Source: an optimization exercise on an open RTL-to-GDS flow (aim: small area). Production flows keep margins and buffers that such runs may drop. The RTL was checked by simulation tests, not by an equivalence proof against the original design. Power is estimated from default activity; no workload was simulated.

==> run a: inputs <==
## bossBattleTop
module bossBattleTop(clk, btnRst, btnLeft, btnRight, btnShoot,
	seg, an, vgaRed, vgaGreen, vgaBlue, Hsync, Vsync
    );
clock: 10.0 ns
lec_check: 0
cap_margin: 20
core_margin: 2
core_utilization: 40
slew_margin: 20
run.sh (not shown) runs the stock make flow with config.mk's settings and CLKGATE_MAP_FILE= SYNTH_SCRIPT=/design/flow/synth_recipe.tcl, a recipe that flattens the netlist after the stock synthesis.
==> inputs of run b, as changes to run a <==
--- a/flow/design.v
+++ b/flow/design.v
@@ -1,19 +1,20 @@
 `timescale 1ns / 1ps
 module vga640x480(
 	input wire clk,
 	input wire dclk_en,		 
+	input wire [9:0] hc,		 
+	input wire hend,		 
 	input wire rst,			 
 	input wire display_player,
 	input wire indicate1,
 	input wire indicate2,
 	input wire [4:0] bossHPk,	 
 	input wire [2:0] bossState,	 
 	input wire [5:1] bossAlive,	 
 	input wire [8:0] bossProjY,	 
 	input wire [5:0] playerJ,	 
-	input wire [9:0] playerX,
 	input wire [5:0] pq1, pq2, pq3,	 
 	input wire [8:0] py1, py2, py3,	 
 	input wire [1:0] gameState,
 	output wire hsync,
 	output wire vsync,
@@ -50,110 +51,102 @@
 parameter INDIC2_3X = 783 - 30;
 parameter bossX = 264;
 parameter bossY = 121;
 parameter bossW = 400;
 parameter bossH = 110;
-reg [9:0] hc;
 reg [9:0] vc;
 reg [5:0] gq;
 reg [3:0] gr;
-wire hend = GEc(hc, hpixels - 1);
 always @(posedge clk)
 begin
 	if (rst == 1)
 	begin
-		hc <= 0;
 		vc <= 0;
 		gq <= 1;
 		gr <= 9;
 	end
+	else if (hend)
+	begin
+		gq <= 1;
+		gr <= 9;
+		if (LEc(vc, vlines - 2))
+			vc <= INCr(vc);
+		else
+			vc <= 0;
+	end
 	else if (dclk_en)
 	begin
-		if (!hend)
-		begin
-			hc <= INCr(hc);
-			if (gr == 14) begin
-				gr <= 0;
-				gq <= INCr(gq);
-			end
-			else
-				gr <= INCr(gr);
+		if (gr == 14) begin
+			gr <= 0;
+			gq <= INCr(gq);
 		end
 		else
-		begin
-			hc <= 0;
-			gq <= 1;
-			gr <= 9;
-			if (LEc(vc, vlines - 2))
-				vc <= INCr(vc);
-			else
-				vc <= 0;
-		end
+			gr <= INCr(gr);
 	end
 end
 assign hsync = GEc(hc, hpulse);
 assign vsync = GEc(vc, vpulse);
-function [10:0] ADDr(input [10:0] a, input [10:0] b);
+function [11:0] ADDr(input [11:0] a, input [11:0] b);
 	integer i;
 	reg c;
 	begin
 		c = 1'b0;
-		for (i = 0; i < 11; i = i + 1) begin
+		for (i = 0; i < 12; i = i + 1) begin
 			ADDr[i] = a[i] ^ b[i] ^ c;
 			c = (a[i] & b[i]) | (c & (a[i] ^ b[i]));
 		end
 	end
 endfunction
-function [10:0] SUBr(input [10:0] a, input [10:0] b);
+function [11:0] SUBr(input [11:0] a, input [11:0] b);
 	integer i;
 	reg c;
 	begin
 		c = 1'b1;
-		for (i = 0; i < 11; i = i + 1) begin
+		for (i = 0; i < 12; i = i + 1) begin
 			SUBr[i] = a[i] ^ ~b[i] ^ c;
 			c = (a[i] & ~b[i]) | (c & (a[i] ^ ~b[i]));
 		end
 	end
 endfunction
-function [10:0] INCr(input [10:0] a);
+function [11:0] INCr(input [11:0] a);
 	integer i;
 	reg c;
 	begin
 		c = 1'b1;
-		for (i = 0; i < 11; i = i + 1) begin
+		for (i = 0; i < 12; i = i + 1) begin
 			INCr[i] = a[i] ^ c;
 			c = c & a[i];
 		end
 	end
 endfunction
-function [10:0] DECr(input [10:0] a);
+function [11:0] DECr(input [11:0] a);
 	integer i;
 	reg c;
 	begin
 		c = 1'b1;
-		for (i = 0; i < 11; i = i + 1) begin
+		for (i = 0; i < 12; i = i + 1) begin
 			DECr[i] = a[i] ^ c;
 			c = c & ~a[i];
 		end
 	end
 endfunction
-function GEc(input [10:0] x, input [10:0] c);
+function GEc(input [11:0] x, input [11:0] c);
 	integer i;
 	reg r;
 	begin
 		r = 1'b1;
-		for (i = 0; i < 11; i = i + 1)
+		for (i = 0; i < 12; i = i + 1)
 			r = c[i] ? (x[i] & r) : (x[i] | r);
 		GEc = r;
 	end
 endfunction
-function LEc(input [10:0] x, input [10:0] c);
+function LEc(input [11:0] x, input [11:0] c);
 	integer i;
 	reg r;
 	begin
 		r = 1'b1;
-		for (i = 0; i < 11; i = i + 1)
+		for (i = 0; i < 12; i = i + 1)
 			r = c[i] ? (~x[i] | r) : (~x[i] & r);
 		LEc = r;
 	end
 endfunction
 wire [10:0] dv = SUBr(vc, bossProjY);		 
@@ -169,15 +162,15 @@
 			GEc(hc, 354) && LEc(hc, 374), GEc(hc, 254) && LEc(hc, 274)};
 		3'd3, 3'd5: bcol = {1'b0, GEc(hc, 604) && LEc(hc, 624), GEc(hc, 504) && LEc(hc, 524),
 			GEc(hc, 404) && LEc(hc, 424), GEc(hc, 304) && LEc(hc, 324)};
 		3'd6: begin
 			bcol = {3'b0, GEc(hc, 614) && LEc(hc, 714), GEc(hc, 214) && LEc(hc, 314)};
-			bvy = LEc(dv, 280);
+			bvy = GEc(vc, 231) && LEc(vc, 511);	 
 		end
 		3'd7: begin
 			bcol = {2'b0, GEc(hc, 683) && LEc(hc, 783), GEc(hc, 414) && LEc(hc, 514), GEc(hc, 144) && LEc(hc, 244)};
-			bvy = LEc(dv, 280);
+			bvy = GEc(vc, 231) && LEc(vc, 511);	 
 		end
 		3'd1: begin
 			bcol = {1'b0, GEc(dt, 685) && LEc(dt, 705), GEc(ds, 223) && LEc(ds, 243), GEc(dt, 915) && LEc(dt, 935), GEc(ds, 13) && LEc(ds, 33)};
 			bvy = LEc(dv, 20);
 		end
@@ -894,70 +887,70 @@
 	output reg [7:0] seg;
 	output [3:0] an;
 	output [2:0] vgaRed, vgaGreen;
 	output [1:0] vgaBlue;
 	output Hsync, Vsync;
-	function [10:0] ADDr(input [10:0] a, input [10:0] b);
+	function [11:0] ADDr(input [11:0] a, input [11:0] b);
 		integer i;
 		reg c;
 		begin
 			c = 1'b0;
-			for (i = 0; i < 11; i = i + 1) begin
+			for (i = 0; i < 12; i = i + 1) begin
 				ADDr[i] = a[i] ^ b[i] ^ c;
 				c = (a[i] & b[i]) | (c & (a[i] ^ b[i]));
 			end
 		end
 	endfunction
-	function [10:0] SUBr(input [10:0] a, input [10:0] b);
+	function [11:0] SUBr(input [11:0] a, input [11:0] b);
 		integer i;
 		reg c;
 		begin
 			c = 1'b1;
-			for (i = 0; i < 11; i = i + 1) begin
+			for (i = 0; i < 12; i = i + 1) begin
 				SUBr[i] = a[i] ^ ~b[i] ^ c;
 				c = (a[i] & ~b[i]) | (c & (a[i] ^ ~b[i]));
 			end
 		end
 	endfunction
-	function [10:0] INCr(input [10:0] a);
+	function [11:0] INCr(input [11:0] a);
 		integer i;
 		reg c;
 		begin
 			c = 1'b1;
-			for (i = 0; i < 11; i = i + 1) begin
+			for (i = 0; i < 12; i = i + 1) begin
 				INCr[i] = a[i] ^ c;
 				c = c & a[i];
 			end
 		end
 	endfunction
-	function [10:0] DECr(input [10:0] a);
+	function [11:0] DECr(input [11:0] a);
 		integer i;
 		reg c;
 		begin
 			c = 1'b1;
-			for (i = 0; i < 11; i = i + 1) begin
+			for (i = 0; i < 12; i = i + 1) begin
 				DECr[i] = a[i] ^ c;
 				c = c & ~a[i];
 			end
 		end
 	endfunction
-	function GEc(input [10:0] x, input [10:0] c);
+	function GEc(input [11:0] x, input [11:0] c);
 		integer i;
 		reg r;
 		begin
 			r = 1'b1;
-			for (i = 0; i < 11; i = i + 1)
+			for (i = 0; i < 12; i = i + 1)
 				r = c[i] ? (x[i] & r) : (x[i] | r);
 			GEc = r;
 		end
 	endfunction
-	function LEc(input [10:0] x, input [10:0] c);
+	function LEc(input [11:0] x, input [11:0] c);
 		integer i;
 		reg r;
 		begin
 			r = 1'b1;
-			for (i = 0; i < 11; i = i + 1)
+			for (i = 0; i < 12; i = i + 1)
 				r = c[i] ? (~x[i] | r) : (~x[i] & r);
 			LEc = r;
 		end
 	endfunction
 	reg [1:0] arst_ff;
@@ -968,66 +961,66 @@
 		else
 			arst_ff <= {1'b0, arst_ff[1]};
 	reg first;
 	always @(posedge clk)
 		first <= rst;
-	reg [1:0] c4;
-	reg [6:0] a;
+	reg [11:0] u;
+	reg [8:0] a;
 	reg [1:0] b4;
 	reg [4:0] b30;
 	reg [4:0] d;
 	reg [5:0] e;
-	wire c0 = c4 == 2'b00;
-	wire c1 = c4 == 2'b01;
-	wire c2 = c4 == 2'b11;
-	wire c3 = c4 == 2'b10;
-	wire a0 = a == 7'b0000000;
-	wire a25 = a == 7'b0101110;
-	wire a50 = a == 7'b1010110;
-	wire a75 = a == 7'b1011001;
-	wire a100 = a == 7'b0010110;
-	wire a124 = a == 7'b1010000;
+	wire c0 = u[1:0] == 2'd2;				 
+	wire c1 = u[1:0] == 2'd3;
+	wire c2 = u[1:0] == 2'd0;
+	wire c3 = u[1:0] == 2'd1;
+	wire uend = u == 12'd3199;
+	wire a0 = a == 9'b000000000;
+	wire a2 = a == 9'b000000011;
+	wire a100 = a == 9'b100100101;
+	wire a200 = a == 9'b111010100;
+	wire a300 = a == 9'b110100111;
+	wire a400 = a == 9'b101010000;
+	wire aend = a == 9'b000100001;				 
 	wire b30_0 = b30 == 5'b00000;
 	wire b30_20 = b30 == 5'b11011;
 	wire b30_29 = b30 == 5'b11000;
 	wire d0 = d == 5'b00000;
 	wire d10 = d == 5'b10001;
 	wire d16 = d == 5'b10111;
 	wire d19 = d == 5'b11101;
 	wire e0 = e == 6'b000000;
-	wire aend = c3 && a124;
 	wire b30end = aend && b30_29;
 	always @(posedge clk) begin
 		if (rst) begin
-			c4 <= 0; a <= 0; b4 <= 0; b30 <= 0; d <= 0; e <= 0;
+			u <= 12'd2; a <= 0; b4 <= 0; b30 <= 0; d <= 0; e <= 0;
 		end
 		else begin
-			c4 <= {c4[0], ~c4[1]};
-			if (c3) begin
-				a <= a124 ? 7'd0 : {a[5:0], ~(a[6] ^ a[5])};
+			u <= uend ? 12'd0 : INCr(u);
+			a <= aend ? 9'd0 : {a[7:0], ~(a[8] ^ a[4])};
+			if (c3)
 				e <= {e[4:0], e[5] ^ e[4] ^ (e[4:0] == 5'b00000)};
-			end
 			if (aend) begin
 				b4 <= {b4[0], ~b4[1]};
 				b30 <= b30_29 ? 5'd0 : {b30[3:0], ~(b30[4] ^ b30[2])};
 			end
 			if (b30end)
 				d <= d19 ? 5'd0 : {d[3:0], ~(d[4] ^ d[2])};
 		end
 	end
-	wire t500 = c0 && a0;					 
+	wire t500 = a0;						 
 	wire pulse_playerProj = t500 && !first;			 
-	wire pulse_bossProj = c0 && (					 
-		(b4 == 2'b00 && (a0 || a100)) ||
-		(b4 == 2'b01 && a75) ||
-		(b4 == 2'b11 && a50) ||
-		(b4 == 2'b10 && a25));
+	wire pulse_bossProj =					 
+		(b4 == 2'b00 && (a0 || a400)) ||
+		(b4 == 2'b01 && a300) ||
+		(b4 == 2'b11 && a200) ||
+		(b4 == 2'b10 && a100);
 	wire pulse_immune = t500 && b30_0;			 
 	wire phi0 = pulse_immune && d0;
 	wire pulse_cycleStep = phi0 && !first;			 
 	wire phi150000 = pulse_immune && d10;			 
-	wire phi250002 = c2 && a0 && b30_20 && d16;		 
+	wire phi250002 = a2 && b30_20 && d16;			 
 	wire en_vga = c1;					 
 	wire en_display = aend && b4 == 2'b01;			 
 	wire deb_en = c0 && e0 && !first;			 
 	wire deb_out = c2 && e0;				 
 	reg [2:0] stepL, stepR, stepS;
@@ -1054,25 +1047,28 @@
 			playerHP <= 2'd3;
 			immune <= 0;
 		end
 		else begin
 			if (immune) begin
-				itimer <= {itimer[16:0], itimer[17] ^ itimer[10]};
 				if (itimer == 18'h08d32)
 					immune <= 0;
 			end
 			else if (playerHit && playerHP != 0) begin
 				playerHP <= DECr(playerHP);
-				itimer <= 18'd1;
 				immune <= 1;
 			end
 			if (mvLeft && pJ != 6'd11)
 				pJ <= DECr(pJ);
 			else if (mvRight && pJ != 6'd51)
 				pJ <= INCr(pJ);
 		end
-	wire [9:0] playerX = SUBr(SUBr({pJ, 4'b0}, pJ), 16);
+	always @(posedge clk)
+		if (!immune && playerHit && playerHP != 0)
+			itimer <= 18'd1;
+		else
+			itimer <= {itimer[16:0], itimer[17] ^ itimer[10]};
+	wire [9:0] pJ15 = SUBr({pJ, 4'b0}, pJ);	 
 	reg display_player;
 	always @(posedge clk)
 		if (immune) begin
 			if (pulse_immune)
 				display_player <= ~display_player;
@@ -1177,12 +1173,12 @@
 				3'd4: bossAlive[4] <= 0;
 				3'd5: bossAlive[5] <= 0;
 				default: ;
 			endcase
 		end
-	wire [10:0] cm = SUBr(playerX, bossProjY);	 
-	wire [10:0] cp = ADDr(playerX, bossProjY);	 
+	wire [9:0] cm = SUBr(pJ15, bossProjY[6:0]);
+	wire [9:0] cp = ADDr(pJ15, bossProjY[6:0]);
 	reg [5:1] ccol;
 	reg yhit;
 	always @(*) begin
 		ccol = 0;
 		yhit = GEc(bossProjY, 9'd426) && LEc(bossProjY, 9'd486);
@@ -1191,19 +1187,19 @@
 				GEc(pJ, 23) && LEc(pJ, 25), GEc(pJ, 17) && LEc(pJ, 19)};
 			3'd3, 3'd5: ccol = {1'b0, GEc(pJ, 40) && LEc(pJ, 42), GEc(pJ, 33) && LEc(pJ, 35),
 				GEc(pJ, 27) && LEc(pJ, 29), GEc(pJ, 20) && LEc(pJ, 22)};
 			3'd6: begin
 				ccol = {3'b0, GEc(pJ, 41) && LEc(pJ, 48), GEc(pJ, 14) && LEc(pJ, 21)};
-				yhit = GEc(bossProjY, 9'd171) && LEc(bossProjY, 9'd231);
+				yhit = 1'b1;	 
 			end
 			3'd7: begin
 				ccol = {2'b0, GEc(pJ, 45) && LEc(pJ, 51), GEc(pJ, 27) && LEc(pJ, 35), GEc(pJ, 11) && LEc(pJ, 17)};
-				yhit = GEc(bossProjY, 9'd171) && LEc(bossProjY, 9'd231);
+				yhit = 1'b1;	 
 			end
 			3'd1: begin
-				ccol = {1'b0, GEc(cp, 656) && LEc(cp, 704), GEc(cm, 194) && LEc(cm, 242),
-					GEc(cp, 886) && LEc(cp, 934), LEc(cm, 32) || GEc(cm, 11'h7f0)};
+				ccol = {1'b0, GEc(cp, 288) && LEc(cp, 336), GEc(cm, 594) && LEc(cm, 642),
+					GEc(cp, 518) && LEc(cp, 566), GEc(cm, 384) && LEc(cm, 432)};
 				yhit = GEc(bossProjY, 9'd431) && LEc(bossProjY, 9'd491);
 			end
 			default: ;
 		endcase
 	end
@@ -1238,12 +1234,12 @@
 				2'd1: seg = 8'b11111001;
 				2'd2: seg = 8'b10100100;
 				default: seg = 8'b10110000;
 			endcase
 	vga640x480 vgaController(
-		.clk(clk), .dclk_en(en_vga), .rst(rst), .display_player(display_player),
+		.clk(clk), .dclk_en(en_vga), .hc(u[11:2]), .hend(uend), .rst(rst), .display_player(display_player),
 		.indicate1(indicate1), .indicate2(indicate2), .bossHPk(bossHPk),
 		.bossState(bst), .bossAlive(bossAlive), .bossProjY(bossProjY),
-		.playerJ(pJ), .playerX(playerX), .pq1(pq1), .pq2(pq2), .pq3(pq3),
+		.playerJ(pJ), .pq1(pq1), .pq2(pq2), .pq3(pq3),
 		.py1(py1), .py2(py2), .py3(py3), .gameState(gameState),
 		.hsync(Hsync), .vsync(Vsync), .red(vgaRed), .green(vgaGreen), .blue(vgaBlue));
 endmodule
==> flow/flow/run.sh (new file) <==
#!/bin/bash
# Layout flow: the standard flow (standard.sh, unchanged synthesis and steps), with one
# change: clock tree synthesis adds no dummy loads to balance the tree.
set -euo pipefail
export CTS_ARGS="-sink_clustering_enable -repair_clock_nets -dont_use_dummy_load"
bash standard.sh 2>&1 | tee standard.log
==> flow/standard.sh (new file) <==
#!/bin/bash
# synth_recipe.tcl (not shown) runs the flow's synth.tcl, then flattens the netlist and writes it again
# the make line also repeats each setting of config.mk as NAME=value (left out here)
make -C /OpenROAD-flow-scripts/flow DESIGN_CONFIG=/design/flow/config.mk WORK_HOME=/design/flow/orfs CLKGATE_MAP_FILE= SYNTH_SCRIPT=/design/flow/synth_recipe.tcl "${@:-finish}"
GPL_TIMING_DRIVEN = 0   (was default)
removed: flow/run.sh
==> notes <==
In critical path depth, run a and run b do not differ. In run a the clock power is larger than in run b, by about 24%. Of run b and run a, run b has the higher first-iteration DRC count (gap 32%, measured against run a). Between run b and run a, the lower non-clock buffer count is in run a (gap 83). Between run b and run a, the lower global-route usage is in run a (gap 2.4 points). Of run b and run a, run b has the higher routed wire length (gap 6.0%, measured against run a). Between run b and run a, the lower maximum frequency is in run b (gap about 7%, measured against run a). Between run a and run b, the lower synthesized area is in run b (gap about 2%, measured against run b). Die area: run b is smaller than run a (about 2%).
==> figures <==
quantity                                                         run b                       run a
Outcome                                       timing/DRC/antenna clean    timing/DRC/antenna clean
Routed vias                                                      14500                       14300
Met2 global-route usage                                          42.3%                       38.1%
Data arrival time of the critical path                         7440 ps                     6740 ps
Nets                                                              2108                        2093
Unique cell type count in the Yosys netlist                         91                          89
Number of rows created at floorplan                                 71                          72
Ratio of layout area to synthesized area                        1.086x                      1.078x
Detailed Route Iter0 Violations                                   1539                        1162
Detailed-route vias per instance                                  5.99                        5.93
Fraction of the mapped netlist area in compound gates            19.5%                       19.6%
Tap cell instance count                                            511                         518
Pin count of the biggest net entering global routing                18                          68
Worst setup path startpoint                            u[3]$_SDFF_PP0_  bossProjY[0]$_SDFFCE_PP1P_
Post-Place Cells                                                  2399                        2381
Share of power burned in registers                               52.4%                       47.3%
Number of synthesized flops with an enable pin                      36                          54
Slew @ Worst Pin                                               1110 ps                     1130 ps
Buffering overhead                                               4.11%                       2.33%

[afterwards: timing with drivers on the ports]
No port has a modelled driver above. Below, the same layouts with a new extraction and two added sets of constraints.
Step 1 (the two cells are an assumption about what drives the block):
set clk [get_ports {clk}]
set_driving_cell -lib_cell sky130_fd_sc_hd__clkbuf_16 $clk
set_driving_cell -lib_cell sky130_fd_sc_hd__buf_2 [delete_from_list [all_inputs] $clk]
Step 2 times the ports against the registers' clock, not the clock port: input delays grow and output delays shrink by t, the midpoint of the rising clock arrivals with the driver on.
Three values: no drivers, after step 1, after step 2; two values: the first two.
run	shift t [ns]	slack for setup (ns)	worst setup path at the end	clock arrival spread, ns
run a	0.498	1.257 / 1.206 / 1.704	register to output	0.016 / 0.015
run b	0.481	0.558 / 0.511 / 0.992	register to output	0.022 / 0.022
After both steps every run listed still meets setup and hold.
